What follows belongs to an exercise in optimizing a design on an open flow for small area and a short achievable clock period; a production flow would make more cautious choices. The RTL was checked by simulation tests, not by an equivalence proof against the original design.

==> flow/design.v <==
`timescale 1ns / 1ps
module HalfAdder(
    input a,
    input b,
    output f,
    output carryOut
    );
    assign f = a ^ b;
    assign carryOut = a & b;
endmodule
module HalfAdderN(
    input an,
    input bn,
    output fn,
    output carryOutN
    );
    Xnor2 x(an, bn, fn);
    Or2 o(an, bn, carryOutN);
endmodule
module Or2(input a, input b, output y);
    assign y = a | b;
endmodule
`timescale 1ns / 1ps
module FullAdder(
    input a,
    input b,
    input carryIn,
    output sum,
    output carryOut
    );
    assign sum = a ^ b ^ carryIn;
    assign carryOut = (a & b) | (a & carryIn) | (b & carryIn);
endmodule
`timescale 1ns / 1ps
module Inv(input a, output y);
    assign y = ~a;
endmodule
module Nand2(input a, input b, output y);
    assign y = ~(a & b);
endmodule
module Nor2(input a, input b, output y);
    assign y = ~(a | b);
endmodule
module Aoi21(input a, input b, input c, output y);
    assign y = ~((a & b) | c);
endmodule
module Oai21(input a, input b, input c, output y);
    assign y = ~((a | b) & c);
endmodule
module Xor2(input a, input b, output y);
    assign y = a ^ b;
endmodule
module Xnor2(input a, input b, output y);
    assign y = ~(a ^ b);
endmodule
module Ao21(input a, input b, input c, output y);
    assign y = (a & b) | c;
endmodule
module Ao22(input a, input b, input c, input d, output y);
    assign y = (a & b) | (c & d);
endmodule
`timescale 1ns / 1ps
module MACRegister(
    input clk,
    input rst,
    input [1:0] opcode,
    input [15:0] a,
    input [15:0] b,
    output [31:0] dataOut
    );
    reg [31:0] register;
    assign dataOut = register;
    wire [31:0] rt = ~register;
    wire pp0_0 = ~(a[0] & b[0]), pp0_1 = ~(a[0] & b[1]), pp0_2 = ~(a[0] & b[2]), pp0_3 = ~(a[0] & b[3]), pp0_4 = ~(a[0] & b[4]), pp0_5 = ~(a[0] & b[5]), pp0_6 = ~(a[0] & b[6]), pp0_7 = ~(a[0] & b[7]), pp0_8 = ~(a[0] & b[8]), pp0_9 = ~(a[0] & b[9]), pp0_10 = ~(a[0] & b[10]), pp0_11 = ~(a[0] & b[11]), pp0_12 = ~(a[0] & b[12]), pp0_13 = ~(a[0] & b[13]), pp0_14 = ~(a[0] & b[14]), pp0_15 = ~(a[0] & b[15]);
    wire pp1_0 = ~(a[1] & b[0]), pp1_1 = ~(a[1] & b[1]), pp1_2 = ~(a[1] & b[2]), pp1_3 = ~(a[1] & b[3]), pp1_4 = ~(a[1] & b[4]), pp1_5 = ~(a[1] & b[5]), pp1_6 = ~(a[1] & b[6]), pp1_7 = ~(a[1] & b[7]), pp1_8 = ~(a[1] & b[8]), pp1_9 = ~(a[1] & b[9]), pp1_10 = ~(a[1] & b[10]), pp1_11 = ~(a[1] & b[11]), pp1_12 = ~(a[1] & b[12]), pp1_13 = ~(a[1] & b[13]), pp1_14 = ~(a[1] & b[14]), pp1_15 = ~(a[1] & b[15]);
    wire pp2_0 = ~(a[2] & b[0]), pp2_1 = ~(a[2] & b[1]), pp2_2 = ~(a[2] & b[2]), pp2_3 = ~(a[2] & b[3]), pp2_4 = ~(a[2] & b[4]), pp2_5 = ~(a[2] & b[5]), pp2_6 = ~(a[2] & b[6]), pp2_7 = ~(a[2] & b[7]), pp2_8 = ~(a[2] & b[8]), pp2_9 = ~(a[2] & b[9]), pp2_10 = ~(a[2] & b[10]), pp2_11 = ~(a[2] & b[11]), pp2_12 = ~(a[2] & b[12]), pp2_13 = ~(a[2] & b[13]), pp2_14 = ~(a[2] & b[14]), pp2_15 = ~(a[2] & b[15]);
    wire pp3_0 = ~(a[3] & b[0]), pp3_1 = ~(a[3] & b[1]), pp3_2 = ~(a[3] & b[2]), pp3_3 = ~(a[3] & b[3]), pp3_4 = ~(a[3] & b[4]), pp3_5 = ~(a[3] & b[5]), pp3_6 = ~(a[3] & b[6]), pp3_7 = ~(a[3] & b[7]), pp3_8 = ~(a[3] & b[8]), pp3_9 = ~(a[3] & b[9]), pp3_10 = ~(a[3] & b[10]), pp3_11 = ~(a[3] & b[11]), pp3_12 = ~(a[3] & b[12]), pp3_13 = ~(a[3] & b[13]), pp3_14 = ~(a[3] & b[14]), pp3_15 = ~(a[3] & b[15]);
    wire pp4_0 = ~(a[4] & b[0]), pp4_1 = ~(a[4] & b[1]), pp4_2 = ~(a[4] & b[2]), pp4_3 = ~(a[4] & b[3]), pp4_4 = ~(a[4] & b[4]), pp4_5 = ~(a[4] & b[5]), pp4_6 = ~(a[4] & b[6]), pp4_7 = ~(a[4] & b[7]), pp4_8 = ~(a[4] & b[8]), pp4_9 = ~(a[4] & b[9]), pp4_10 = ~(a[4] & b[10]), pp4_11 = ~(a[4] & b[11]), pp4_12 = ~(a[4] & b[12]), pp4_13 = ~(a[4] & b[13]), pp4_14 = ~(a[4] & b[14]), pp4_15 = ~(a[4] & b[15]);
    wire pp5_0 = ~(a[5] & b[0]), pp5_1 = ~(a[5] & b[1]), pp5_2 = ~(a[5] & b[2]), pp5_3 = ~(a[5] & b[3]), pp5_4 = ~(a[5] & b[4]), pp5_5 = ~(a[5] & b[5]), pp5_6 = ~(a[5] & b[6]), pp5_7 = ~(a[5] & b[7]), pp5_8 = ~(a[5] & b[8]), pp5_9 = ~(a[5] & b[9]), pp5_10 = ~(a[5] & b[10]), pp5_11 = ~(a[5] & b[11]), pp5_12 = ~(a[5] & b[12]), pp5_13 = ~(a[5] & b[13]), pp5_14 = ~(a[5] & b[14]), pp5_15 = ~(a[5] & b[15]);
    wire pp6_0 = ~(a[6] & b[0]), pp6_1 = ~(a[6] & b[1]), pp6_2 = ~(a[6] & b[2]), pp6_3 = ~(a[6] & b[3]), pp6_4 = ~(a[6] & b[4]), pp6_5 = ~(a[6] & b[5]), pp6_6 = ~(a[6] & b[6]), pp6_7 = ~(a[6] & b[7]), pp6_8 = ~(a[6] & b[8]), pp6_9 = ~(a[6] & b[9]), pp6_10 = ~(a[6] & b[10]), pp6_11 = ~(a[6] & b[11]), pp6_12 = ~(a[6] & b[12]), pp6_13 = ~(a[6] & b[13]), pp6_14 = ~(a[6] & b[14]), pp6_15 = ~(a[6] & b[15]);
    wire pp7_0 = ~(a[7] & b[0]), pp7_1 = ~(a[7] & b[1]), pp7_2 = ~(a[7] & b[2]), pp7_3 = ~(a[7] & b[3]), pp7_4 = ~(a[7] & b[4]), pp7_5 = ~(a[7] & b[5]), pp7_6 = ~(a[7] & b[6]), pp7_7 = ~(a[7] & b[7]), pp7_8 = ~(a[7] & b[8]), pp7_9 = ~(a[7] & b[9]), pp7_10 = ~(a[7] & b[10]), pp7_11 = ~(a[7] & b[11]), pp7_12 = ~(a[7] & b[12]), pp7_13 = ~(a[7] & b[13]), pp7_14 = ~(a[7] & b[14]), pp7_15 = ~(a[7] & b[15]);
    wire pp8_0 = ~(a[8] & b[0]), pp8_1 = ~(a[8] & b[1]), pp8_2 = ~(a[8] & b[2]), pp8_3 = ~(a[8] & b[3]), pp8_4 = ~(a[8] & b[4]), pp8_5 = ~(a[8] & b[5]), pp8_6 = ~(a[8] & b[6]), pp8_7 = ~(a[8] & b[7]), pp8_8 = ~(a[8] & b[8]), pp8_9 = ~(a[8] & b[9]), pp8_10 = ~(a[8] & b[10]), pp8_11 = ~(a[8] & b[11]), pp8_12 = ~(a[8] & b[12]), pp8_13 = ~(a[8] & b[13]), pp8_14 = ~(a[8] & b[14]), pp8_15 = ~(a[8] & b[15]);
    wire pp9_0 = ~(a[9] & b[0]), pp9_1 = ~(a[9] & b[1]), pp9_2 = ~(a[9] & b[2]), pp9_3 = ~(a[9] & b[3]), pp9_4 = ~(a[9] & b[4]), pp9_5 = ~(a[9] & b[5]), pp9_6 = ~(a[9] & b[6]), pp9_7 = ~(a[9] & b[7]), pp9_8 = ~(a[9] & b[8]), pp9_9 = ~(a[9] & b[9]), pp9_10 = ~(a[9] & b[10]), pp9_11 = ~(a[9] & b[11]), pp9_12 = ~(a[9] & b[12]), pp9_13 = ~(a[9] & b[13]), pp9_14 = ~(a[9] & b[14]), pp9_15 = ~(a[9] & b[15]);
    wire pp10_0 = ~(a[10] & b[0]), pp10_1 = ~(a[10] & b[1]), pp10_2 = ~(a[10] & b[2]), pp10_3 = ~(a[10] & b[3]), pp10_4 = ~(a[10] & b[4]), pp10_5 = ~(a[10] & b[5]), pp10_6 = ~(a[10] & b[6]), pp10_7 = ~(a[10] & b[7]), pp10_8 = ~(a[10] & b[8]), pp10_9 = ~(a[10] & b[9]), pp10_10 = ~(a[10] & b[10]), pp10_11 = ~(a[10] & b[11]), pp10_12 = ~(a[10] & b[12]), pp10_13 = ~(a[10] & b[13]), pp10_14 = ~(a[10] & b[14]), pp10_15 = ~(a[10] & b[15]);
    wire pp11_0 = ~(a[11] & b[0]), pp11_1 = ~(a[11] & b[1]), pp11_2 = ~(a[11] & b[2]), pp11_3 = ~(a[11] & b[3]), pp11_4 = ~(a[11] & b[4]), pp11_5 = ~(a[11] & b[5]), pp11_6 = ~(a[11] & b[6]), pp11_7 = ~(a[11] & b[7]), pp11_8 = ~(a[11] & b[8]), pp11_9 = ~(a[11] & b[9]), pp11_10 = ~(a[11] & b[10]), pp11_11 = ~(a[11] & b[11]), pp11_12 = ~(a[11] & b[12]), pp11_13 = ~(a[11] & b[13]), pp11_14 = ~(a[11] & b[14]), pp11_15 = ~(a[11] & b[15]);
    wire pp12_0 = ~(a[12] & b[0]), pp12_1 = ~(a[12] & b[1]), pp12_2 = ~(a[12] & b[2]), pp12_3 = ~(a[12] & b[3]), pp12_4 = ~(a[12] & b[4]), pp12_5 = ~(a[12] & b[5]), pp12_6 = ~(a[12] & b[6]), pp12_7 = ~(a[12] & b[7]), pp12_8 = ~(a[12] & b[8]), pp12_9 = ~(a[12] & b[9]), pp12_10 = ~(a[12] & b[10]), pp12_11 = ~(a[12] & b[11]), pp12_12 = ~(a[12] & b[12]), pp12_13 = ~(a[12] & b[13]), pp12_14 = ~(a[12] & b[14]), pp12_15 = ~(a[12] & b[15]);
    wire pp13_0 = ~(a[13] & b[0]), pp13_1 = ~(a[13] & b[1]), pp13_2 = ~(a[13] & b[2]), pp13_3 = ~(a[13] & b[3]), pp13_4 = ~(a[13] & b[4]), pp13_5 = ~(a[13] & b[5]), pp13_6 = ~(a[13] & b[6]), pp13_7 = ~(a[13] & b[7]), pp13_8 = ~(a[13] & b[8]), pp13_9 = ~(a[13] & b[9]), pp13_10 = ~(a[13] & b[10]), pp13_11 = ~(a[13] & b[11]), pp13_12 = ~(a[13] & b[12]), pp13_13 = ~(a[13] & b[13]), pp13_14 = ~(a[13] & b[14]), pp13_15 = ~(a[13] & b[15]);
    wire pp14_0 = ~(a[14] & b[0]), pp14_1 = ~(a[14] & b[1]), pp14_2 = ~(a[14] & b[2]), pp14_3 = ~(a[14] & b[3]), pp14_4 = ~(a[14] & b[4]), pp14_5 = ~(a[14] & b[5]), pp14_6 = ~(a[14] & b[6]), pp14_7 = ~(a[14] & b[7]), pp14_8 = ~(a[14] & b[8]), pp14_9 = ~(a[14] & b[9]), pp14_10 = ~(a[14] & b[10]), pp14_11 = ~(a[14] & b[11]), pp14_12 = ~(a[14] & b[12]), pp14_13 = ~(a[14] & b[13]), pp14_14 = ~(a[14] & b[14]), pp14_15 = ~(a[14] & b[15]);
    wire pp15_0 = ~(a[15] & b[0]), pp15_1 = ~(a[15] & b[1]), pp15_2 = ~(a[15] & b[2]), pp15_3 = ~(a[15] & b[3]), pp15_4 = ~(a[15] & b[4]), pp15_5 = ~(a[15] & b[5]), pp15_6 = ~(a[15] & b[6]), pp15_7 = ~(a[15] & b[7]), pp15_8 = ~(a[15] & b[8]), pp15_9 = ~(a[15] & b[9]), pp15_10 = ~(a[15] & b[10]), pp15_11 = ~(a[15] & b[11]), pp15_12 = ~(a[15] & b[12]), pp15_13 = ~(a[15] & b[13]), pp15_14 = ~(a[15] & b[14]), pp15_15 = ~(a[15] & b[15]);
    wire s1, c2, s3, c4, s5, c6, s7, c8, s9, c10, s11, c12, s13, c14, s15, c16;
    wire s17, c18, s19, c20, s21, c22, s23, c24, s25, c26, s27, c28, s29, c30, s31, c32;
    wire s33, c34, s35, c36, s37, c38, s39, c40, s41, c42, s43, c44, s45, c46, s47, c48;
    wire s49, c50, s51, c52, s53, c54, s55, c56, s57, c58, s59, c60, s61, c62, s63, c64;
    wire s65, c66, s67, c68, s69, c70, s71, c72, s73, c74, s75, c76, s77, c78, s79, c80;
    wire s81, c82, s83, c84, s85, c86, s87, c88, s89, c90, s91, c92, s93, c94, s95, c96;
    wire s97, c98, s99, c100, s101, c102, s103, c104, s105, c106, s107, c108, s109, c110, s111, c112;
    wire s113, c114, s115, c116, s117, c118, s119, c120, s121, c122, s123, c124, s125, c126, s127, c128;
    wire s129, c130, s131, c132, s133, c134, s135, c136, s137, c138, s139, c140, s141, c142, s143, c144;
    wire s145, c146, s147, c148, s149, c150, s151, c152, s153, c154, s155, c156, s157, c158, s159, c160;
    wire s161, c162, s163, c164, s165, c166, s167, c168, s169, c170, s171, c172, s173, c174, s175, c176;
    wire s177, c178, s179, c180, s181, c182, s183, c184, s185, c186, s187, c188, s189, c190, s191, c192;
    wire s193, c194, s195, c196, s197, c198, s199, c200, s201, c202, s203, c204, s205, c206, s207, c208;
    wire s209, c210, s211, c212, s213, c214, s215, c216, s217, c218, s219, c220, s221, c222, s223, c224;
    wire s225, c226, s227, c228, s229, c230, s231, c232, s233, c234, s235, c236, s237, c238, s239, c240;
    wire s241, c242, s243, c244, s245, c246, s247, c248, s249, c250, s251, c252, s253, c254, s255, c256;
    wire s257, c258, s259, c260, s261, c262, s263, c264, s265, c266, s267, c268, s269, c270, s271, c272;
    wire s273, c274, s275, c276, s277, c278, s279, c280, s281, c282, s283, c284, s285, c286, s287, c288;
    wire s289, c290, s291, c292, s293, c294, s295, c296, s297, c298, s299, c300, s301, c302, s303, c304;
    wire s305, c306, s307, c308, s309, c310, s311, c312, s313, c314, s315, c316, s317, c318, s319, c320;
    wire s321, c322, s323, c324, s325, c326, s327, c328, s329, c330, s331, c332, s333, c334, s335, c336;
    wire s337, c338, s339, c340, s341, c342, s343, c344, s345, c346, s347, c348, s349, c350, s351, c352;
    wire s353, c354, s355, c356, s357, c358, s359, c360, s361, c362, s363, c364, s365, c366, s367, c368;
    wire s369, c370, s371, c372, s373, c374, s375, c376, s377, c378, s379, c380, s381, c382, s383, c384;
    wire s385, c386, s387, c388, s389, c390, s391, c392, s393, c394, s395, c396, s397, c398, s399, c400;
    wire s401, c402, s403, c404, s405, c406, s407, c408, s409, c410, s411, c412, s413, c414, s415, c416;
    wire s417, c418, s419, c420, s421, c422, s423, c424, s425, c426, s427, c428, s429, c430, s431, c432;
    wire s433, c434, s435, c436, s437, c438, s439, c440, s441, c442, s443, c444, s445, c446, s447, c448;
    wire s449, c450, s451, c452, s453, c454, s455, c456, s457, c458, s459, c460, s461, c462, s463, c464;
    wire s465, c466, s467, c468, s469, c470, s471, c472, s473, c474, s475, c476, s477, c478, s479, c480;
    wire s481, c482, s483, c484, s485, c486, s487, c488, s489, c490, s491, c492;
    HalfAdderN ha0(rt[12], pp0_12, s1, c2);
    FullAdder fa0(rt[13], pp0_13, pp10_3, s3, c4);
    HalfAdderN ha1(pp11_2, pp12_1, s5, c6);
    FullAdder fa1(rt[14], pp0_14, pp10_4, s7, c8);
    FullAdder fa2(pp11_3, pp12_2, pp13_1, s9, c10);
    HalfAdderN ha2(pp14_0, pp1_13, s11, c12);
    FullAdder fa3(rt[15], pp0_15, pp10_5, s13, c14);
    FullAdder fa4(pp11_4, pp12_3, pp13_2, s15, c16);
    FullAdder fa5(pp14_1, pp15_0, pp1_14, s17, c18);
    HalfAdderN ha3(pp2_13, pp3_12, s19, c20);
    FullAdder fa6(rt[16], pp10_6, pp11_5, s21, c22);
    FullAdder fa7(pp12_4, pp13_3, pp14_2, s23, c24);
    FullAdder fa8(pp15_1, pp1_15, pp2_14, s25, c26);
    HalfAdderN ha4(pp3_13, pp4_12, s27, c28);
    FullAdder fa9(rt[17], pp10_7, pp11_6, s29, c30);
    FullAdder fa10(pp12_5, pp13_4, pp14_3, s31, c32);
    FullAdder fa11(pp15_2, pp2_15, pp3_14, s33, c34);
    FullAdder fa12(rt[18], pp10_8, pp11_7, s35, c36);
    FullAdder fa13(pp12_6, pp13_5, pp14_4, s37, c38);
    FullAdder fa14(rt[19], pp10_9, pp11_8, s39, c40);
    HalfAdderN ha5(rt[8], pp0_8, s41, c42);
    FullAdder fa15(rt[9], pp0_9, pp1_8, s43, c44);
    HalfAdderN ha6(pp2_7, pp3_6, s45, c46);
    FullAdder fa16(rt[10], pp0_10, pp10_0, s47, c48);
    FullAdder fa17(pp1_9, pp2_8, pp3_7, s49, c50);
    HalfAdderN ha7(pp4_6, pp5_5, s51, c52);
    FullAdder fa18(rt[11], pp0_11, pp10_1, s53, c54);
    FullAdder fa19(pp11_0, pp1_10, pp2_9, s55, c56);
    FullAdder fa20(pp3_8, pp4_7, pp5_6, s57, c58);
    HalfAdderN ha8(pp6_5, pp7_4, s59, c60);
    FullAdder fa21(pp10_2, pp11_1, pp12_0, s61, c62);
    FullAdder fa22(pp1_11, pp2_10, pp3_9, s63, c64);
    FullAdder fa23(pp4_8, pp5_7, pp6_6, s65, c66);
    FullAdder fa24(pp7_5, pp8_4, pp9_3, s67, c68);
    FullAdder fa25(pp13_0, pp1_12, pp2_11, s69, c70);
    FullAdder fa26(pp3_10, pp4_9, pp5_8, s71, c72);
    FullAdder fa27(pp6_7, pp7_6, pp8_5, s73, c74);
    FullAdder fa28(pp9_4, c2, s5, s75, c76);
    FullAdder fa29(pp2_12, pp3_11, pp4_10, s77, c78);
    FullAdder fa30(pp5_9, pp6_8, pp7_7, s79, c80);
    FullAdder fa31(pp8_6, pp9_5, c6, s81, c82);
    FullAdder fa32(s11, c4, s7, s83, c84);
    FullAdder fa33(pp4_11, pp5_10, pp6_9, s85, c86);
    FullAdder fa34(pp7_8, pp8_7, pp9_6, s87, c88);
    FullAdder fa35(c12, s19, c8, s89, c90);
    FullAdder fa36(c10, s13, s15, s91, c92);
    FullAdder fa37(pp5_11, pp6_10, pp7_9, s93, c94);
    FullAdder fa38(pp8_8, pp9_7, c20, s95, c96);
    FullAdder fa39(s27, c14, c16, s97, c98);
    FullAdder fa40(c18, s21, s23, s99, c100);
    FullAdder fa41(pp4_13, pp5_12, pp6_11, s101, c102);
    FullAdder fa42(pp7_10, pp8_9, pp9_8, s103, c104);
    FullAdder fa43(c28, c22, c24, s105, c106);
    FullAdder fa44(c26, s29, s31, s107, c108);
    FullAdder fa45(pp15_3, pp3_15, pp4_14, s109, c110);
    FullAdder fa46(pp5_13, pp6_12, pp7_11, s111, c112);
    FullAdder fa47(pp8_10, pp9_9, c30, s113, c114);
    FullAdder fa48(c32, c34, s35, s115, c116);
    FullAdder fa49(pp12_7, pp13_6, pp14_5, s117, c118);
    FullAdder fa50(pp15_4, pp4_15, pp5_14, s119, c120);
    FullAdder fa51(pp6_13, pp7_12, pp8_11, s121, c122);
    FullAdder fa52(pp9_10, c36, c38, s123, c124);
    FullAdder fa53(rt[20], pp10_10, pp11_9, s125, c126);
    FullAdder fa54(pp12_8, pp13_7, pp14_6, s127, c128);
    FullAdder fa55(pp15_5, pp5_15, pp6_14, s129, c130);
    FullAdder fa56(pp7_13, pp8_12, pp9_11, s131, c132);
    FullAdder fa57(rt[21], pp10_11, pp11_10, s133, c134);
    FullAdder fa58(pp12_9, pp13_8, pp14_7, s135, c136);
    FullAdder fa59(pp15_6, pp6_15, pp7_14, s137, c138);
    FullAdder fa60(rt[22], pp10_12, pp11_11, s139, c140);
    FullAdder fa61(pp12_10, pp13_9, pp14_8, s141, c142);
    FullAdder fa62(rt[23], pp10_13, pp11_12, s143, c144);
    HalfAdderN ha9(rt[5], pp0_5, s145, c146);
    FullAdder fa63(rt[6], pp0_6, pp1_5, s147, c148);
    HalfAdderN ha10(pp2_4, pp3_3, s149, c150);
    FullAdder fa64(rt[7], pp0_7, pp1_6, s151, c152);
    FullAdder fa65(pp2_5, pp3_4, pp4_3, s153, c154);
    HalfAdderN ha11(pp5_2, pp6_1, s155, c156);
    FullAdder fa66(pp1_7, pp2_6, pp3_5, s157, c158);
    FullAdder fa67(pp4_4, pp5_3, pp6_2, s159, c160);
    FullAdder fa68(pp7_1, pp8_0, s41, s161, c162);
    FullAdder fa69(pp4_5, pp5_4, pp6_3, s163, c164);
    FullAdder fa70(pp7_2, pp8_1, pp9_0, s165, c166);
    FullAdder fa71(c42, s45, s43, s167, c168);
    FullAdder fa72(pp6_4, pp7_3, pp8_2, s169, c170);
    FullAdder fa73(pp9_1, c46, s51, s171, c172);
    FullAdder fa74(c44, s47, s49, s173, c174);
    FullAdder fa75(pp8_3, pp9_2, c52, s175, c176);
    FullAdder fa76(s59, c48, c50, s177, c178);
    FullAdder fa77(s53, s55, s57, s179, c180);
    FullAdder fa78(c60, s1, c54, s181, c182);
    FullAdder fa79(c56, c58, s61, s183, c184);
    FullAdder fa80(s63, s65, s67, s185, c186);
    FullAdder fa81(c62, c64, c66, s187, c188);
    FullAdder fa82(c68, s3, s69, s189, c190);
    FullAdder fa83(s71, s73, s75, s191, c192);
    FullAdder fa84(c70, c72, c74, s193, c194);
    FullAdder fa85(s77, s79, s9, s195, c196);
    FullAdder fa86(c76, s81, s83, s197, c198);
    FullAdder fa87(c78, c80, s17, s199, c200);
    FullAdder fa88(s85, s87, c82, s201, c202);
    FullAdder fa89(c84, s89, s91, s203, c204);
    FullAdder fa90(c86, c88, s25, s205, c206);
    FullAdder fa91(s93, s95, c90, s207, c208);
    FullAdder fa92(s97, c92, s99, s209, c210);
    FullAdder fa93(c94, s101, s103, s211, c212);
    FullAdder fa94(s33, c96, c98, s213, c214);
    FullAdder fa95(s105, c100, s107, s215, c216);
    FullAdder fa96(c102, c104, s109, s217, c218);
    FullAdder fa97(s111, s37, c106, s219, c220);
    FullAdder fa98(s113, c108, s115, s221, c222);
    FullAdder fa99(c110, c112, s39, s223, c224);
    FullAdder fa100(s117, s119, s121, s225, c226);
    FullAdder fa101(c114, s123, c116, s227, c228);
    FullAdder fa102(c40, c118, c120, s229, c230);
    FullAdder fa103(c122, s125, s127, s231, c232);
    FullAdder fa104(s129, s131, c124, s233, c234);
    FullAdder fa105(pp8_13, pp9_12, c126, s235, c236);
    FullAdder fa106(c128, c130, c132, s237, c238);
    FullAdder fa107(s133, s135, s137, s239, c240);
    FullAdder fa108(pp15_7, pp7_15, pp8_14, s241, c242);
    FullAdder fa109(pp9_13, c134, c136, s243, c244);
    FullAdder fa110(c138, s139, s141, s245, c246);
    FullAdder fa111(pp12_11, pp13_10, pp14_9, s247, c248);
    FullAdder fa112(pp15_8, pp8_15, pp9_14, s249, c250);
    FullAdder fa113(c140, c142, s143, s251, c252);
    FullAdder fa114(rt[24], pp10_14, pp11_13, s253, c254);
    FullAdder fa115(pp12_12, pp13_11, pp14_10, s255, c256);
    FullAdder fa116(pp15_9, pp9_15, c144, s257, c258);
    FullAdder fa117(rt[25], pp10_15, pp11_14, s259, c260);
    FullAdder fa118(pp12_13, pp13_12, pp14_11, s261, c262);
    FullAdder fa119(rt[26], pp11_15, pp12_14, s263, c264);
    HalfAdderN ha12(rt[3], pp0_3, s265, c266);
    FullAdder fa120(rt[4], pp0_4, pp1_3, s267, c268);
    HalfAdderN ha13(pp2_2, pp3_1, s269, c270);
    FullAdder fa121(pp1_4, pp2_3, pp3_2, s271, c272);
    FullAdder fa122(pp4_1, pp5_0, s145, s273, c274);
    FullAdder fa123(pp4_2, pp5_1, pp6_0, s275, c276);
    FullAdder fa124(c146, s149, s147, s277, c278);
    FullAdder fa125(pp7_0, c150, s155, s279, c280);
    FullAdder fa126(c148, s151, s153, s281, c282);
    FullAdder fa127(c156, c152, c154, s283, c284);
    FullAdder fa128(s157, s159, s161, s285, c286);
    FullAdder fa129(c158, c160, s163, s287, c288);
    FullAdder fa130(s165, c162, s167, s289, c290);
    FullAdder fa131(c164, c166, s169, s291, c292);
    FullAdder fa132(s171, c168, s173, s293, c294);
    FullAdder fa133(c170, c172, s175, s295, c296);
    FullAdder fa134(c174, s177, s179, s297, c298);
    FullAdder fa135(c176, c178, s181, s299, c300);
    FullAdder fa136(c180, s183, s185, s301, c302);
    FullAdder fa137(c182, c184, c186, s303, c304);
    FullAdder fa138(s187, s189, s191, s305, c306);
    FullAdder fa139(c188, c190, s193, s307, c308);
    FullAdder fa140(s195, c192, s197, s309, c310);
    FullAdder fa141(c194, c196, s199, s311, c312);
    FullAdder fa142(s201, c198, s203, s313, c314);
    FullAdder fa143(c200, s205, c202, s315, c316);
    FullAdder fa144(s207, c204, s209, s317, c318);
    FullAdder fa145(c206, s211, c208, s319, c320);
    FullAdder fa146(s213, c210, s215, s321, c322);
    FullAdder fa147(c212, s217, c214, s323, c324);
    FullAdder fa148(s219, c216, s221, s325, c326);
    FullAdder fa149(c218, s223, s225, s327, c328);
    FullAdder fa150(c220, c222, s227, s329, c330);
    FullAdder fa151(c224, s229, c226, s331, c332);
    FullAdder fa152(s231, s233, c228, s333, c334);
    FullAdder fa153(s235, c230, c232, s335, c336);
    FullAdder fa154(s237, s239, c234, s337, c338);
    FullAdder fa155(s241, c236, s243, s339, c340);
    FullAdder fa156(c238, c240, s245, s341, c342);
    FullAdder fa157(c242, s247, s249, s343, c344);
    FullAdder fa158(c244, c246, s251, s345, c346);
    FullAdder fa159(c248, c250, s253, s347, c348);
    FullAdder fa160(s255, s257, c252, s349, c350);
    FullAdder fa161(pp15_10, c254, c256, s351, c352);
    FullAdder fa162(s259, s261, c258, s353, c354);
    FullAdder fa163(pp13_13, pp14_12, pp15_11, s355, c356);
    FullAdder fa164(c260, c262, s263, s357, c358);
    FullAdder fa165(rt[27], pp12_15, pp13_14, s359, c360);
    FullAdder fa166(pp14_13, pp15_12, c264, s361, c362);
    FullAdder fa167(rt[28], pp13_15, pp14_14, s363, c364);
    HalfAdderN ha14(rt[2], pp0_2, s365, c366);
    FullAdder fa168(pp1_2, pp2_1, pp3_0, s367, c368);
    FullAdder fa169(pp4_0, c266, s269, s369, c370);
    FullAdder fa170(c270, c268, s271, s371, c372);
    FullAdder fa171(c272, s275, c274, s373, c374);
    FullAdder fa172(c276, s279, c278, s375, c376);
    FullAdder fa173(c280, c282, s283, s377, c378);
    FullAdder fa174(c284, s287, c286, s379, c380);
    FullAdder fa175(c288, s291, c290, s381, c382);
    FullAdder fa176(c292, s295, c294, s383, c384);
    FullAdder fa177(c296, s299, c298, s385, c386);
    FullAdder fa178(c300, c302, s303, s387, c388);
    FullAdder fa179(c304, s307, c306, s389, c390);
    FullAdder fa180(c308, s311, c310, s391, c392);
    FullAdder fa181(c312, s315, c314, s393, c394);
    FullAdder fa182(c316, s319, c318, s395, c396);
    FullAdder fa183(c320, s323, c322, s397, c398);
    FullAdder fa184(s327, c324, c326, s399, c400);
    FullAdder fa185(c328, s331, c330, s401, c402);
    FullAdder fa186(s335, c332, s337, s403, c404);
    FullAdder fa187(c336, s339, s341, s405, c406);
    FullAdder fa188(s343, c340, c342, s407, c408);
    FullAdder fa189(c344, s347, c346, s409, c410);
    FullAdder fa190(s351, c348, s353, s411, c412);
    FullAdder fa191(s355, c352, s357, s413, c414);
    FullAdder fa192(c356, s359, s361, s415, c416);
    FullAdder fa193(pp15_13, c360, s363, s417, c418);
    FullAdder fa194(rt[29], pp14_15, pp15_14, s419, c420);
    HalfAdderN ha15(rt[1], pp0_1, s421, c422);
    FullAdder fa195(pp1_1, pp2_0, s365, s423, c424);
    FullAdder fa196(c366, s265, s367, s425, c426);
    FullAdder fa197(c368, s267, s369, s427, c428);
    FullAdder fa198(c370, s273, s371, s429, c430);
    FullAdder fa199(c372, s277, s373, s431, c432);
    FullAdder fa200(s281, c374, s375, s433, c434);
    FullAdder fa201(c376, s285, s377, s435, c436);
    FullAdder fa202(c378, s289, s379, s437, c438);
    FullAdder fa203(s293, c380, s381, s439, c440);
    FullAdder fa204(s297, c382, s383, s441, c442);
    FullAdder fa205(s301, c384, s385, s443, c444);
    FullAdder fa206(s305, c386, s387, s445, c446);
    FullAdder fa207(c388, s309, s389, s447, c448);
    FullAdder fa208(s313, c390, s391, s449, c450);
    FullAdder fa209(s317, c392, s393, s451, c452);
    FullAdder fa210(s321, c394, s395, s453, c454);
    FullAdder fa211(s325, c396, s397, s455, c456);
    FullAdder fa212(s329, c398, s399, s457, c458);
    FullAdder fa213(s333, c400, s401, s459, c460);
    FullAdder fa214(c334, s403, c402, s461, c462);
    FullAdder fa215(c338, s405, c404, s463, c464);
    FullAdder fa216(s345, c406, s407, s465, c466);
    FullAdder fa217(s349, c408, s409, s467, c468);
    FullAdder fa218(c350, s411, c410, s469, c470);
    FullAdder fa219(c354, s413, c412, s471, c472);
    FullAdder fa220(c358, c414, s415, s473, c474);
    FullAdder fa221(c362, s417, c416, s475, c476);
    FullAdder fa222(c364, s419, c418, s477, c478);
    FullAdder fa223(rt[30], pp15_15, c420, s479, c480);
    HalfAdderN ha16(rt[0], pp0_0, s481, c482);
    FullAdder fa224(pp1_0, c482, s421, s483, c484);
    FullAdder fa225(c422, c484, s423, s485, c486);
    FullAdder fa226(c424, s425, c486, s487, c488);
    FullAdder fa227(c426, s427, c488, s489, c490);
    FullAdder fa228(c428, s429, c490, s491, c492);
    wire [31:0] x = {c480, c478, c476, c474, c472, c470, c468, c466, c464, c462, c460, c458, c456, c454, c452, c450, c448, c446, c444, c442, c440, c438, c436, c434, c432, c430, s491, s489, s487, s485, s483, s481};
    wire [31:0] y = {rt[31], s479, s477, s475, s473, s471, s469, s467, s465, s463, s461, s459, s457, s455, s453, s451, s449, s447, s445, s443, s441, s439, s437, s435, s433, s431, 1'b1, 1'b1, 1'b1, 1'b1, 1'b1, 1'b1};
    wire n493, n494, n495, n496, n497, n498, n499, n500, n501, n502, n503, n504, n505, n506, n507, n508, n509, n510, n511, n512, n513, n514, n515, n516, n517, n518, n519, n520, n521, n522, n523, n524, n525, n526, n527, n528, n529, n530, n531, n532, n533, n534, n535, n536, n537, n538, n539, n540, n541, n542, n543, n544, n545, n546, n547, n548, n549, n550, n551, n552, n553, n554, n555, n556, n557, n558, n559, n560, n561, n562, n563, n564, n565, n566, n567, n568, n569, n570, n571, n572, n573, n574, n575, n576, n577, n578, n579, n580, n581, n582, n583, n584, n585, n586, n587, n588, n589, n590, n591, n592, n593, n594, n595, n596, n597, n598, n599, n600, n601, n602, n603, n604, n605, n606, n607, n608, n609, n610, n611, n612, n613, n614, n615, n616, n617, n618, n619, n620, n621, n622, n623, n624, n625, n626, n627, n628, n629, n630, n631, n632, n633, n634, n635, n636, n637, n638, n639, n640, n641, n642, n643, n644, n645, n646, n647, n648, n649, n650, n651, n652, n653, n654, n655, n656, n657, n658, n659, n660, n661, n662, n663, n664, n665, n666, n667, n668, n669, n670, n671, n672, n673, n674, n675, n676, n677, n678, n679, n680, n681, n682, n683, n684, n685, n686, n687, n688, n689, n690, n691, n692, n693, n694, n695, n696, n697, n698, n699, n700, n701, n702, n703, n704, n705, n706, n707, n708;
    Xor2 u_n493(x[6], y[6], n493);
    Nand2 u_n494(x[6], y[6], n494);
    Nor2 u_n495(x[6], y[6], n495);
    Inv u_n496(c492, n496);
    Oai21 u_n497(n495, n496, n494, n497);
    Xor2 u_n498(x[7], y[7], n498);
    Nand2 u_n499(x[7], y[7], n499);
    Nor2 u_n500(x[7], y[7], n500);
    Xor2 u_n501(x[8], y[8], n501);
    Nand2 u_n502(x[8], y[8], n502);
    Nor2 u_n503(x[8], y[8], n503);
    Xor2 u_n504(x[9], y[9], n504);
    Nand2 u_n505(x[9], y[9], n505);
    Nor2 u_n506(x[9], y[9], n506);
    Xor2 u_n507(x[10], y[10], n507);
    Nand2 u_n508(x[10], y[10], n508);
    Nor2 u_n509(x[10], y[10], n509);
    Xor2 u_n510(x[11], y[11], n510);
    Nand2 u_n511(x[11], y[11], n511);
    Nor2 u_n512(x[11], y[11], n512);
    Xor2 u_n513(x[12], y[12], n513);
    Nand2 u_n514(x[12], y[12], n514);
    Nor2 u_n515(x[12], y[12], n515);
    Xor2 u_n516(x[13], y[13], n516);
    Nand2 u_n517(x[13], y[13], n517);
    Nor2 u_n518(x[13], y[13], n518);
    Xor2 u_n519(x[14], y[14], n519);
    Nand2 u_n520(x[14], y[14], n520);
    Nor2 u_n521(x[14], y[14], n521);
    Xor2 u_n522(x[15], y[15], n522);
    Nand2 u_n523(x[15], y[15], n523);
    Nor2 u_n524(x[15], y[15], n524);
    Xor2 u_n525(x[16], y[16], n525);
    Nand2 u_n526(x[16], y[16], n526);
    Nor2 u_n527(x[16], y[16], n527);
    Xor2 u_n528(x[17], y[17], n528);
    Nand2 u_n529(x[17], y[17], n529);
    Nor2 u_n530(x[17], y[17], n530);
    Xor2 u_n531(x[18], y[18], n531);
    Nand2 u_n532(x[18], y[18], n532);
    Nor2 u_n533(x[18], y[18], n533);
    Xor2 u_n534(x[19], y[19], n534);
    Nand2 u_n535(x[19], y[19], n535);
    Nor2 u_n536(x[19], y[19], n536);
    Xor2 u_n537(x[20], y[20], n537);
    Nand2 u_n538(x[20], y[20], n538);
    Nor2 u_n539(x[20], y[20], n539);
    Xor2 u_n540(x[21], y[21], n540);
    Nand2 u_n541(x[21], y[21], n541);
    Nor2 u_n542(x[21], y[21], n542);
    Xor2 u_n543(x[22], y[22], n543);
    Nand2 u_n544(x[22], y[22], n544);
    Nor2 u_n545(x[22], y[22], n545);
    Xor2 u_n546(x[23], y[23], n546);
    Nand2 u_n547(x[23], y[23], n547);
    Nor2 u_n548(x[23], y[23], n548);
    Xor2 u_n549(x[24], y[24], n549);
    Nand2 u_n550(x[24], y[24], n550);
    Nor2 u_n551(x[24], y[24], n551);
    Xor2 u_n552(x[25], y[25], n552);
    Nand2 u_n553(x[25], y[25], n553);
    Nor2 u_n554(x[25], y[25], n554);
    Xor2 u_n555(x[26], y[26], n555);
    Nand2 u_n556(x[26], y[26], n556);
    Nor2 u_n557(x[26], y[26], n557);
    Xor2 u_n558(x[27], y[27], n558);
    Nand2 u_n559(x[27], y[27], n559);
    Nor2 u_n560(x[27], y[27], n560);
    Xor2 u_n561(x[28], y[28], n561);
    Nand2 u_n562(x[28], y[28], n562);
    Nor2 u_n563(x[28], y[28], n563);
    Xor2 u_n564(x[29], y[29], n564);
    Nand2 u_n565(x[29], y[29], n565);
    Nor2 u_n566(x[29], y[29], n566);
    Xor2 u_n567(x[30], y[30], n567);
    Nand2 u_n568(x[30], y[30], n568);
    Nor2 u_n569(x[30], y[30], n569);
    Xor2 u_n570(x[31], y[31], n570);
    Nand2 u_n571(x[31], y[31], n571);
    Nor2 u_n572(x[31], y[31], n572);
    Inv u_n573(n497, n573);
    Oai21 u_n574(n500, n573, n499, n574);
    Oai21 u_n575(n506, n502, n505, n575);
    Nor2 u_n576(n506, n503, n576);
    Oai21 u_n577(n512, n508, n511, n577);
    Nor2 u_n578(n512, n509, n578);
    Oai21 u_n579(n518, n514, n517, n579);
    Nor2 u_n580(n518, n515, n580);
    Oai21 u_n581(n524, n520, n523, n581);
    Nor2 u_n582(n524, n521, n582);
    Oai21 u_n583(n530, n526, n529, n583);
    Nor2 u_n584(n530, n527, n584);
    Oai21 u_n585(n536, n532, n535, n585);
    Nor2 u_n586(n536, n533, n586);
    Oai21 u_n587(n542, n538, n541, n587);
    Nor2 u_n588(n542, n539, n588);
    Oai21 u_n589(n548, n544, n547, n589);
    Nor2 u_n590(n548, n545, n590);
    Oai21 u_n591(n554, n550, n553, n591);
    Nor2 u_n592(n554, n551, n592);
    Oai21 u_n593(n560, n556, n559, n593);
    Nor2 u_n594(n560, n557, n594);
    Oai21 u_n595(n566, n562, n565, n595);
    Nor2 u_n596(n566, n563, n596);
    Oai21 u_n597(n572, n568, n571, n597);
    Nor2 u_n598(n572, n569, n598);
    Inv u_n599(n574, n599);
    Oai21 u_n600(n503, n599, n502, n600);
    Aoi21 u_n601(n576, n574, n575, n601);
    Inv u_n602(n577, n602);
    Oai21 u_n603(n515, n602, n514, n603);
    Inv u_n604(n578, n604);
    Nor2 u_n605(n515, n604, n605);
    Aoi21 u_n606(n580, n577, n579, n606);
    Nand2 u_n607(n580, n578, n607);
    Inv u_n608(n581, n608);
    Oai21 u_n609(n527, n608, n526, n609);
    Inv u_n610(n582, n610);
    Nor2 u_n611(n527, n610, n611);
    Aoi21 u_n612(n584, n581, n583, n612);
    Nand2 u_n613(n584, n582, n613);
    Inv u_n614(n585, n614);
    Oai21 u_n615(n539, n614, n538, n615);
    Inv u_n616(n586, n616);
    Nor2 u_n617(n539, n616, n617);
    Aoi21 u_n618(n588, n585, n587, n618);
    Nand2 u_n619(n588, n586, n619);
    Inv u_n620(n589, n620);
    Oai21 u_n621(n551, n620, n550, n621);
    Inv u_n622(n590, n622);
    Nor2 u_n623(n551, n622, n623);
    Aoi21 u_n624(n592, n589, n591, n624);
    Nand2 u_n625(n592, n590, n625);
    Inv u_n626(n593, n626);
    Oai21 u_n627(n563, n626, n562, n627);
    Inv u_n628(n594, n628);
    Nor2 u_n629(n563, n628, n629);
    Aoi21 u_n630(n596, n593, n595, n630);
    Nand2 u_n631(n596, n594, n631);
    Oai21 u_n632(n509, n601, n508, n632);
    Inv u_n633(n601, n633);
    Aoi21 u_n634(n578, n633, n577, n634);
    Aoi21 u_n635(n605, n633, n603, n635);
    Oai21 u_n636(n607, n601, n606, n636);
    Oai21 u_n637(n533, n612, n532, n637);
    Nor2 u_n638(n533, n613, n638);
    Inv u_n639(n612, n639);
    Aoi21 u_n640(n586, n639, n585, n640);
    Inv u_n641(n613, n641);
    Nand2 u_n642(n586, n641, n642);
    Aoi21 u_n643(n617, n639, n615, n643);
    Nand2 u_n644(n617, n641, n644);
    Oai21 u_n645(n619, n612, n618, n645);
    Nor2 u_n646(n619, n613, n646);
    Oai21 u_n647(n557, n624, n556, n647);
    Nor2 u_n648(n557, n625, n648);
    Inv u_n649(n624, n649);
    Aoi21 u_n650(n594, n649, n593, n650);
    Inv u_n651(n625, n651);
    Nand2 u_n652(n594, n651, n652);
    Aoi21 u_n653(n629, n649, n627, n653);
    Nand2 u_n654(n629, n651, n654);
    Oai21 u_n655(n631, n624, n630, n655);
    Nor2 u_n656(n631, n625, n656);
    Inv u_n657(n636, n657);
    Oai21 u_n658(n521, n657, n520, n658);
    Aoi21 u_n659(n582, n636, n581, n659);
    Aoi21 u_n660(n611, n636, n609, n660);
    Oai21 u_n661(n613, n657, n612, n661);
    Aoi21 u_n662(n638, n636, n637, n662);
    Oai21 u_n663(n642, n657, n640, n663);
    Oai21 u_n664(n644, n657, n643, n664);
    Aoi21 u_n665(n646, n636, n645, n665);
    Inv u_n666(n655, n666);
    Oai21 u_n667(n569, n666, n568, n667);
    Inv u_n668(n656, n668);
    Nor2 u_n669(n569, n668, n669);
    Aoi21 u_n670(n598, n655, n597, n670);
    Nand2 u_n671(n598, n656, n671);
    Oai21 u_n672(n545, n665, n544, n672);
    Inv u_n673(n665, n673);
    Aoi21 u_n674(n590, n673, n589, n674);
    Aoi21 u_n675(n623, n673, n621, n675);
    Oai21 u_n676(n625, n665, n624, n676);
    Aoi21 u_n677(n648, n673, n647, n677);
    Oai21 u_n678(n652, n665, n650, n678);
    Oai21 u_n679(n654, n665, n653, n679);
    Aoi21 u_n680(n656, n673, n655, n680);
    Aoi21 u_n681(n669, n673, n667, n681);
    Oai21 u_n682(n671, n665, n670, n682);
    wire sM = ~rst & (opcode == 2'd2);
    wire sL = ~rst & (opcode == 2'd1);
    wire sH = ~rst & (opcode[0] == opcode[1]);
    wire [31:0] other, nxt;
    Ao22 u_o0(sL, b[0], sH, register[0], other[0]);
    Ao22 u_o1(sL, b[1], sH, register[1], other[1]);
    Ao22 u_o2(sL, b[2], sH, register[2], other[2]);
    Ao22 u_o3(sL, b[3], sH, register[3], other[3]);
    Ao22 u_o4(sL, b[4], sH, register[4], other[4]);
    Ao22 u_o5(sL, b[5], sH, register[5], other[5]);
    Ao22 u_o6(sL, b[6], sH, register[6], other[6]);
    Ao22 u_o7(sL, b[7], sH, register[7], other[7]);
    Ao22 u_o8(sL, b[8], sH, register[8], other[8]);
    Ao22 u_o9(sL, b[9], sH, register[9], other[9]);
    Ao22 u_o10(sL, b[10], sH, register[10], other[10]);
    Ao22 u_o11(sL, b[11], sH, register[11], other[11]);
    Ao22 u_o12(sL, b[12], sH, register[12], other[12]);
    Ao22 u_o13(sL, b[13], sH, register[13], other[13]);
    Ao22 u_o14(sL, b[14], sH, register[14], other[14]);
    Ao22 u_o15(sL, b[15], sH, register[15], other[15]);
    Ao22 u_o16(sL, a[0], sH, register[16], other[16]);
    Ao22 u_o17(sL, a[1], sH, register[17], other[17]);
    Ao22 u_o18(sL, a[2], sH, register[18], other[18]);
    Ao22 u_o19(sL, a[3], sH, register[19], other[19]);
    Ao22 u_o20(sL, a[4], sH, register[20], other[20]);
    Ao22 u_o21(sL, a[5], sH, register[21], other[21]);
    Ao22 u_o22(sL, a[6], sH, register[22], other[22]);
    Ao22 u_o23(sL, a[7], sH, register[23], other[23]);
    Ao22 u_o24(sL, a[8], sH, register[24], other[24]);
    Ao22 u_o25(sL, a[9], sH, register[25], other[25]);
    Ao22 u_o26(sL, a[10], sH, register[26], other[26]);
    Ao22 u_o27(sL, a[11], sH, register[27], other[27]);
    Ao22 u_o28(sL, a[12], sH, register[28], other[28]);
    Ao22 u_o29(sL, a[13], sH, register[29], other[29]);
    Ao22 u_o30(sL, a[14], sH, register[30], other[30]);
    Ao22 u_o31(sL, a[15], sH, register[31], other[31]);
    assign nxt[0] = (sM & ~x[0]) | other[0];
    assign nxt[1] = (sM & ~x[1]) | other[1];
    assign nxt[2] = (sM & ~x[2]) | other[2];
    assign nxt[3] = (sM & ~x[3]) | other[3];
    assign nxt[4] = (sM & ~x[4]) | other[4];
    assign nxt[5] = (sM & ~x[5]) | other[5];
    Xnor2 u_n683(n493, c492, n683);
    Ao21 u_d6(sM, n683, other[6], nxt[6]);
    Xnor2 u_n684(n498, n497, n684);
    Ao21 u_d7(sM, n684, other[7], nxt[7]);
    Xnor2 u_n685(n501, n574, n685);
    Ao21 u_d8(sM, n685, other[8], nxt[8]);
    Xnor2 u_n686(n504, n600, n686);
    Ao21 u_d9(sM, n686, other[9], nxt[9]);
    Xor2 u_n687(n507, n601, n687);
    Ao21 u_d10(sM, n687, other[10], nxt[10]);
    Xnor2 u_n688(n510, n632, n688);
    Ao21 u_d11(sM, n688, other[11], nxt[11]);
    Xor2 u_n689(n513, n634, n689);
    Ao21 u_d12(sM, n689, other[12], nxt[12]);
    Xor2 u_n690(n516, n635, n690);
    Ao21 u_d13(sM, n690, other[13], nxt[13]);
    Xnor2 u_n691(n519, n636, n691);
    Ao21 u_d14(sM, n691, other[14], nxt[14]);
    Xnor2 u_n692(n522, n658, n692);
    Ao21 u_d15(sM, n692, other[15], nxt[15]);
    Xor2 u_n693(n525, n659, n693);
    Ao21 u_d16(sM, n693, other[16], nxt[16]);
    Xor2 u_n694(n528, n660, n694);
    Ao21 u_d17(sM, n694, other[17], nxt[17]);
    Xnor2 u_n695(n531, n661, n695);
    Ao21 u_d18(sM, n695, other[18], nxt[18]);
    Xor2 u_n696(n534, n662, n696);
    Ao21 u_d19(sM, n696, other[19], nxt[19]);
    Xnor2 u_n697(n537, n663, n697);
    Ao21 u_d20(sM, n697, other[20], nxt[20]);
    Xnor2 u_n698(n540, n664, n698);
    Ao21 u_d21(sM, n698, other[21], nxt[21]);
    Xor2 u_n699(n543, n665, n699);
    Ao21 u_d22(sM, n699, other[22], nxt[22]);
    Xnor2 u_n700(n546, n672, n700);
    Ao21 u_d23(sM, n700, other[23], nxt[23]);
    Xor2 u_n701(n549, n674, n701);
    Ao21 u_d24(sM, n701, other[24], nxt[24]);
    Xor2 u_n702(n552, n675, n702);
    Ao21 u_d25(sM, n702, other[25], nxt[25]);
    Xnor2 u_n703(n555, n676, n703);
    Ao21 u_d26(sM, n703, other[26], nxt[26]);
    Xor2 u_n704(n558, n677, n704);
    Ao21 u_d27(sM, n704, other[27], nxt[27]);
    Xnor2 u_n705(n561, n678, n705);
    Ao21 u_d28(sM, n705, other[28], nxt[28]);
    Xnor2 u_n706(n564, n679, n706);
    Ao21 u_d29(sM, n706, other[29], nxt[29]);
    Xor2 u_n707(n567, n680, n707);
    Ao21 u_d30(sM, n707, other[30], nxt[30]);
    Xor2 u_n708(n570, n681, n708);
    Ao21 u_d31(sM, n708, other[31], nxt[31]);
    always @ (posedge clk)
        register <= nxt;
endmodule
==> flow/flow/run.sh <==
#!/bin/bash
# Standard ORFS layout, with buf_2 port buffers, and timing repair aiming for 10.5 ns of
# setup slack at the design's clock period (i.e. a tighter internal target).
set -euo pipefail
bash standard.sh "BUFFER_PORTS_ARGS=-buffer_cell sky130_fd_sc_hd__buf_2" "SETUP_SLACK_MARGIN=10.5" finish > make_finish.log 2>&1
==> flow/standard.sh <==
#!/bin/bash
# synth_recipe.tcl (not shown) runs the flow's synth.tcl, then flattens the netlist and writes it again
# the make line also repeats each setting of config.mk as NAME=value (left out here)
make -C /OpenROAD-flow-scripts/flow DESIGN_CONFIG=/design/flow/config.mk WORK_HOME=/design/flow/orfs CLKGATE_MAP_FILE= SYNTH_SCRIPT=/design/flow/synth_recipe.tcl "${@:-finish}"
==> flow/config.mk <==
export PLATFORM = sky130hd
export DESIGN_NAME = MACRegister
export DESIGN_NICKNAME = MACRegister
export VERILOG_FILES = /design/flow/design.v
export SDC_FILE = /design/flow/constraint.sdc
export NUM_CORES = 4
export LEC_CHECK = 0
export CAP_MARGIN = 20
export CORE_MARGIN = 2
export CORE_UTILIZATION = 55
export PLACE_DENSITY = 0.75
export SETUP_SLACK_MARGIN = 1.0
export SLEW_MARGIN = 20
export SYNTH_HIERARCHICAL = 1
export SYNTH_MINIMUM_KEEP_SIZE = 0
==> flow/constraint.sdc <==
create_clock -name core_clock -period 19.0 [get_ports {clk}]
set_input_delay 3.8000 -clock core_clock [delete_from_list [all_inputs] [get_ports {clk}]]
set_output_delay 3.8000 -clock core_clock [all_outputs]
set_load 0.01 [all_outputs]
==> metrics.yaml, run 1 <==
finish:
  multi_input_area_mm2: 0.00751
  top_regs: "register (32)"
  fill_cells: 1398
  largest_reg_flops: 32
  final_cell_mix: "nand2_1, fa_1, inv_1"
  final_common_cell: "nand2_1"
  syn_to_final_growth_pct: 2.22
  drive_gt1_share_pct: 11.7
  antenna_cells: 0
  nets: 1212
  final_cells: 1161
  seq_area_um2: 641
  regMostFlops: "register"
setup_path:
  start_kind: "primary input"
  slowest_stage: "fa_1"
  cpMostUsedCell: "fa_1"
  critical_path_class: "in2reg"
  r2r-start: "register[15]"
  crit_fanout: 17
  crit_required_ns: 19.19
  r2r-end: "register[28]"
  crit_buf_inv: 2
  crit_path_end_kind: "flip-flop"
  cp_top_family: "adder cells"
  crit_arrival_ns: 8.52
  reg2regPathDepth: 16
  slowest_delay_ns: 0.57
  path_cells: "buf_4 > nand2_1 > fa_1 > fa_1 > fa_1 > fa_1 > fa_1 > fa_1 > nor2_1 > nor2_1 > a21oi_2 > o21ai_1 > a21oi_4 > buf_4 > o21ai_1 > xnor2_1 > a21o_1"
  rrSetupSlack_ns: 14.03
synth:
  avgSynthCellArea_um2: 9.71
  syn_inst: 928
  yosysWarningCount: 7
  syn_area_mm2: 0.00901
  yosysTopAreaCell: "fa_1"
  ys_seq_area_share_pct: 7.11
  ys_ff_latch: 32
  ys_types: 20
  synth_area_leaders: "fa_1, nand2_1, dfxtp_1, buf_6, xor2_1"
  yosysTopAreaCellShare_pct: 50.9
  synth_fp_nets: 1195
timing:
  skew_ns: 0.00585
  max_slew_margin_pct: 66.1
  finalHoldViolCount: 0
  drv_slew: 0
  worst_pin_slew_ns: 0.507
  finalCriticalPeriod_ns: 8.32
  setup_viol: 0
  setup-tns-final_ns: 0
  rsz0062_at_grt: "false"
  fin_crit_sh_pct: 43.8
  fmax_mhz: 120
grt:
  grt_max_degree: 33
  grt_pass1_vias: 6981
  grtUsageTotal_pct: 27.5
  grt-ovfl-total: 0
  grt_pass1_wl_um: 37200
  antenna_found_initial: 0
detailed_routing:
  drtIter0Drc: 589
  wl_per_cell_um: 19.2
  routed-via-count: 6583
  via_per_inst: 5.67
  wirelength_um: 22300
  drt_drc_violations_left: 0
  ant_nets: 0
  first_pass_iters: 7
placed_design:
  place_congestion: 0.890
  io_buffers: 67
  placed_cells: 1151
  dp_hpwl_um: 16900
clock_network:
  htree_levels: 2
  cts_buffers: 5
  cts.clk_slew.worst_paths_ns: 0.06
  cts_buffer_depth: 2
  cts_hold_buf: 0
  cts_sinks: 32
  cts_tree: "yes"
  root_buffer: "clkbuf_16"
  clock_latency_ns: 0.30
hold_path:
  holdPathEnd: "register[31]"
  min_from: "register[31]"
  holdPathStages: 2
  hold_path.class: "reg2reg"
die:
  die_width_um: 132
  coreArea_mm2: 0.0159
  die_h_um: 132
  row_count: 46
  pin_count: 68
  initial_utilization_pct: 56.5
  die_area_mm2: 0.0174
status:
  outcome: "complete, no violations"
job:
  maxCapViolCount: 0
-- how the worst max path moves through the flow --
stage	from	endpoint	slack, ns	depth (start not counted)
floorplan	a[11]	register[24]	10.78	18
global placement	a[0]	register[31]	10.15	17
detailed placement	a[11]	register[27]	9.97	17
CTS	a[13]	register[25]	10.51	17
global route	b[14]	register[28]	10.50	17
finish	a[11]	register[28]	10.68	17
-- modules after synthesis, one instance, submodules excluded, excerpt --
module,times used,area (um2),flip-flops and latches
MACRegister,1,2500,32
FullAdder,229,20.0,0
Xnor2,31,8.76,0
Aoi21,21,8.76,0
Ao22,32,8.76,0
Xor2,38,8.76,0
Ao21,26,7.51,0
Oai21,34,5.00,0
Inv,22,3.75,0
-- worst reg2reg max path, stage by stage (launching register included) --
cell	delay (ns)
dfxtp_1	0.41
inv_1	0.09
fa_1	0.51
fa_1	0.55
fa_1	0.45
fa_1	0.41
fa_1	0.52
fa_1	0.46
nor2_1	0.21
nor2_1	0.10
a21oi_2	0.19
o21ai_1	0.13
a21oi_4	0.25
buf_4	0.18
o21ai_1	0.09
xnor2_1	0.15
a21o_1	0.16
-- synthesized netlist by cell type --
library cell and number:
o21ai_1 34, nor2_1 46, ha_1 2, nand2_2 3
inv_1 57, fa_1 229, o21bai_1 6, clkbuf_8 4
nor2b_1 2, xnor2_1 31, a21o_1 26, dfxtp_1 32
buf_4 17, a22o_1 32, nand2_1 287, xor2_1 38
buf_6 43, a21oi_2 21, or2_1 17, nand2b_4 1
-- metrics by stage --
stage	hold slack [ns]	cell area [um2]	worst slack, ns	util (%)
after CTS	0.571	9150	10.51	57.4
after detailed placement	0.549	8980	9.97	56.4
after global routing	0.594	9210	10.50	57.8
final	0.572	9210	10.68	57.8
after floorplan	0.604	9010	10.78	-
after global placement	0.549	8980	10.15	56.4
-- cells by family (layout without fill, tap and decap cells) --
kind of cell | count (synthesis) | after routing | share of synthesized area [%]
simple gates | 356 | 356 | 15.6
fa+ha+maj | 231 | 231 | 51.2
buf+inv | 121 | 138 | 9.78
compound gates | 119 | 119 | 9.71
xor+xnor | 69 | 69 | 6.71
flops | 32 | 32 | 7.11
-- per-layer routing --
metal / GRT usage [%] / wire length (um)
met1: 37.1 / 8770
met2: 43.7 / 10600
met3: 6.11 / 1950
met4: 11.0 / 928
met5: 0 / 0
-- what timing repair did --
action,CTS,global route
pin swaps,0,1
hold endpoints to repair,0,0
setup endpoints to repair,9,9
buffers inserted,0,3
resized for setup,10,17
cloned,0,0
-- final cells by class --
class,count,share of cell area [%]
clock inverter,1,0.0543
clock buffer,6,1.40
multi-input combinational,775,81.5
inverter,57,2.32
sequential,32,6.95
timing repair buffer,74,4.81
tap,216,2.93
==> run 2, diff against run 1 <==
--- a/flow/config.mk
+++ b/flow/config.mk
@@ -8,6 +8,7 @@
 export CAP_MARGIN = 20
 export CORE_MARGIN = 2
 export CORE_UTILIZATION = 55
+export CTS_BUF_LIST = sky130_fd_sc_hd__clkbuf_4 sky130_fd_sc_hd__clkbuf_8
 export PLACE_DENSITY = 0.75
 export SETUP_SLACK_MARGIN = 1.0
 export SLEW_MARGIN = 20
==> run 2 against run 1 <==
Against the previous run: sequential cell count stayed put; core utilization decreased by 0.35 points; clock-buffer cell count did not move; critical path depth unchanged; area after synthesis is the same; die area did not move; global-route usage down 0.086 points; register-to-register slack lost 0.04 ns; worst setup slack better by 0.0030 ns; synthesized cell count unchanged; highest routed layer unchanged.
==> metrics.yaml, run 2 <==
detailed_routing:
  drtIter0Drc: 548
  ant_nets: 0
  wl_per_cell_um: 19.2
  first_pass_iters: 6
  wirelength_um: 22300
  routed-via-count: 6589
  via_per_inst: 5.68
  drt_drc_violations_left: 0
setup_path:
  crit_fanout: 17
  crit_path_end_kind: "flip-flop"
  crit_required_ns: 19.22
  crit_arrival_ns: 8.54
  reg2regPathDepth: 16
  r2r-start: "register[15]"
  critical_path_class: "in2reg"
  r2r-end: "register[28]"
  rrSetupSlack_ns: 13.99
  start_kind: "primary input"
clock_network:
  cts.clk_slew.worst_paths_ns: 0.08
  cts_sinks: 32
  root_buffer: "clkbuf_8"
  htree_levels: 2
  cts_tree: "yes"
  cts_buffers: 5
  clock_latency_ns: 0.32
  cts_hold_buf: 0
  cts_buffer_depth: 2
die:
  die_h_um: 132
  die_width_um: 132
  coreArea_mm2: 0.0159
  die_area_mm2: 0.0174
  pin_count: 68
  row_count: 46
  initial_utilization_pct: 56.5
synth:
  ys_ff_latch: 32
  yosysTopAreaCell: "fa_1"
  synth-async-reset-ratio_pct: 0
  ys_types: 20
  ys_seq_area_share_pct: 7.11
  synth_common_cells: "nand2_1, fa_1, inv_1"
  ys.flop_type: "dfxtp_1"
  syn_area_mm2: 0.00901
  synth_edf_count: 0
  yosysMostFrequentCell: "nand2_1"
  yosysTopAreaCellShare_pct: 50.9
  syn_inst: 928
  synth_fp_nets: 1195
  yosysWarningCount: 7
  avgSynthCellArea_um2: 9.71
  synth_area_leaders: "fa_1, nand2_1, dfxtp_1, buf_6, xor2_1"
timing:
  setup_viol: 0
  drv_slew: 0
  rsz0062_at_grt: "false"
  finalHoldViolCount: 0
  timing.hold.ws_ns: 0.578
  fmax_mhz: 120
  fin_crit_sh_pct: 43.8
  setup-tns-final_ns: 0
  worst_pin_slew_ns: 0.532
  skew_ns: 0.0103
  finalCriticalPeriod_ns: 8.32
  max_slew_margin_pct: 64.5
finish:
  fill_cells: 1411
  syn_to_final_growth_pct: 1.61
  largest_reg_flops: 32
  antenna_cells: 0
  nets: 1212
  top_regs: "register (32)"
  final_cell_mix: "nand2_1, fa_1, inv_1"
  drive_gt1_share_pct: 11.7
  final_common_cell: "nand2_1"
  regMostFlops: "register"
grt:
  grt-ovfl-total: 0
  grt_max_degree: 33
  grt_pass1_wl_um: 37100
  grt_pass1_vias: 6969
  grtUsageTotal_pct: 27.4
  antenna_found_initial: 0
placed_design:
  dp_hpwl_um: 16900
  place_congestion: 0.890
  io_buffers: 67
status:
  outcome: "complete, no violations"
hold_path:
  holdPathEnd: "register[31]"
  holdPathStages: 2
  hold_path.class: "reg2reg"
  min_from: "register[31]"
job:
  maxCapViolCount: 0
## run 2: changes by cell type in the layout (fill, tap and decap cells not counted)
cell,delta
clkbuf_16,-5
clkbuf_4,+5
clkbuf_8,+5
buf_4,-4
clkbuf_1,-1
nor2_1,+1
nor2_2,-1
## run 2: Yosys stat by module, one instance, submodules excluded, excerpt
| module | cell area (um2) | flops+latches | copies in the design | cells |
|---|---|---|---|---|
| Or2 | 6.26 | 0 | 17 | 1 |
| Oai21 | 5.00 | 0 | 34 | 1 |
| Xor2 | 8.76 | 0 | 38 | 1 |
| Inv | 3.75 | 0 | 22 | 1 |
| Nor2 | 3.75 | 0 | 46 | 1 |
| Xnor2 | 8.76 | 0 | 31 | 1 |
## run 2: area by class of cell
class / instances / area [um2] / share of cell area (%)
multi-input combinational: 775 / 7510 / 82.0
sequential: 32 / 641 / 7.00
timing repair buffer: 74 / 443 / 4.84
tap: 216 / 270 / 2.95
inverter: 57 / 214 / 2.34
clock buffer: 6 / 76.3 / 0.834
clock inverter: 1 / 5.00 / 0.0547
## run 2: timing repair
item,in CTS,in global routing
setup buffers,0,3
pin swaps,0,1
setup endpoints to repair,6,8
gates resized for setup,6,20
## run 2: logic make-up (layout without fill, tap and decap cells)
group           count (synthesis)  after routing  share of synthesized area, %
compound gates                119            119                          9.71
xor+xnor                       69             69                          6.71
fa+ha+maj                     231            231                          51.2
buf+inv                       121            138                          9.78
flops                          32             32                          7.11
simple gates                  356            356                          15.6
## run 2: layer usage
| metal | part of all wire [%] | global-route usage [%] | vias up |
|---|---|---|---|
| li1 | - | - | 2861 |
| met1 | 39 | 36.7 | 3326 |
| met2 | 48 | 43.8 | 333 |
| met3 | 8.8 | 6.31 | 69 |
| met4 | 4.1 | 10.8 | 0 |
| met5 | 0 | 0 | - |
## run 2: through the flow
stage	cell area (um2)	cells	util [%]	worst slack, ns
after floorplan	9010	928	-	10.78
after global placement	8980	1151	56.4	10.15
after detailed placement	8980	1151	56.4	9.97
after CTS	9090	1158	57.0	10.51
after global routing	9160	1161	57.4	10.51
final	9160	1161	57.4	10.68
## run 2: worst max path at each step
stage	start	end	slack, ns	depth (start not counted)
floorplan	a[11]	register[24]	10.78	18
global placement	a[0]	register[31]	10.15	17
detailed placement	a[11]	register[27]	9.97	17
CTS	b[15]	register[25]	10.51	17
global route	b[14]	register[28]	10.51	17
finish	b[14]	register[28]	10.68	17
## run 2: worst max-delay path, stage by stage
cell and delay [ns]:
clkbuf_4 0.25, nand2_1 0.11, fa_1 0.49, fa_1 0.54
fa_1 0.44, fa_1 0.39, fa_1 0.50, fa_1 0.46
nor2_1 0.20, o21ai_1 0.15, a21oi_2 0.23, o21ai_1 0.13
a21oi_4 0.25, buf_4 0.18, o21ai_1 0.09, xnor2_1 0.15
a21o_1 0.16

[afterwards: timing with drivers on the ports]
In the flow no input, the clock included, has a driving cell. The finished layouts below were timed again as built, in two steps. Step 1 sets driving cells, clkbuf_16 on the clock port and buf_2 on the other inputs (assumed; they add their load-dependent delay and slew). Step 2, shift: input delay + t, output delay - t, t = (earliest + latest rising clock arrival at the registers) / 2. This alone moves slack from input paths to output paths. Three values: no drivers, after step 1, after step 2; two values: the first two.
run | shift t [ns] | setup WS [ns] | worst setup path after step 2 | worst register clock-pin slew, ns | worst slew at a driven data input, ns
run 1 | 0.339 | 10.676 / 10.694 / 10.355 | input to register | 0.06 / 0.06 | 0.04
run 2 | 0.358 | 10.679 / 10.690 / 10.332 | input to register | 0.09 / 0.09 | 0.04
After both steps every run listed still meets setup and hold. The setup slack of run 2, which loses most, moves by +0.011 ns with the drivers and by -0.347 ns with both steps.
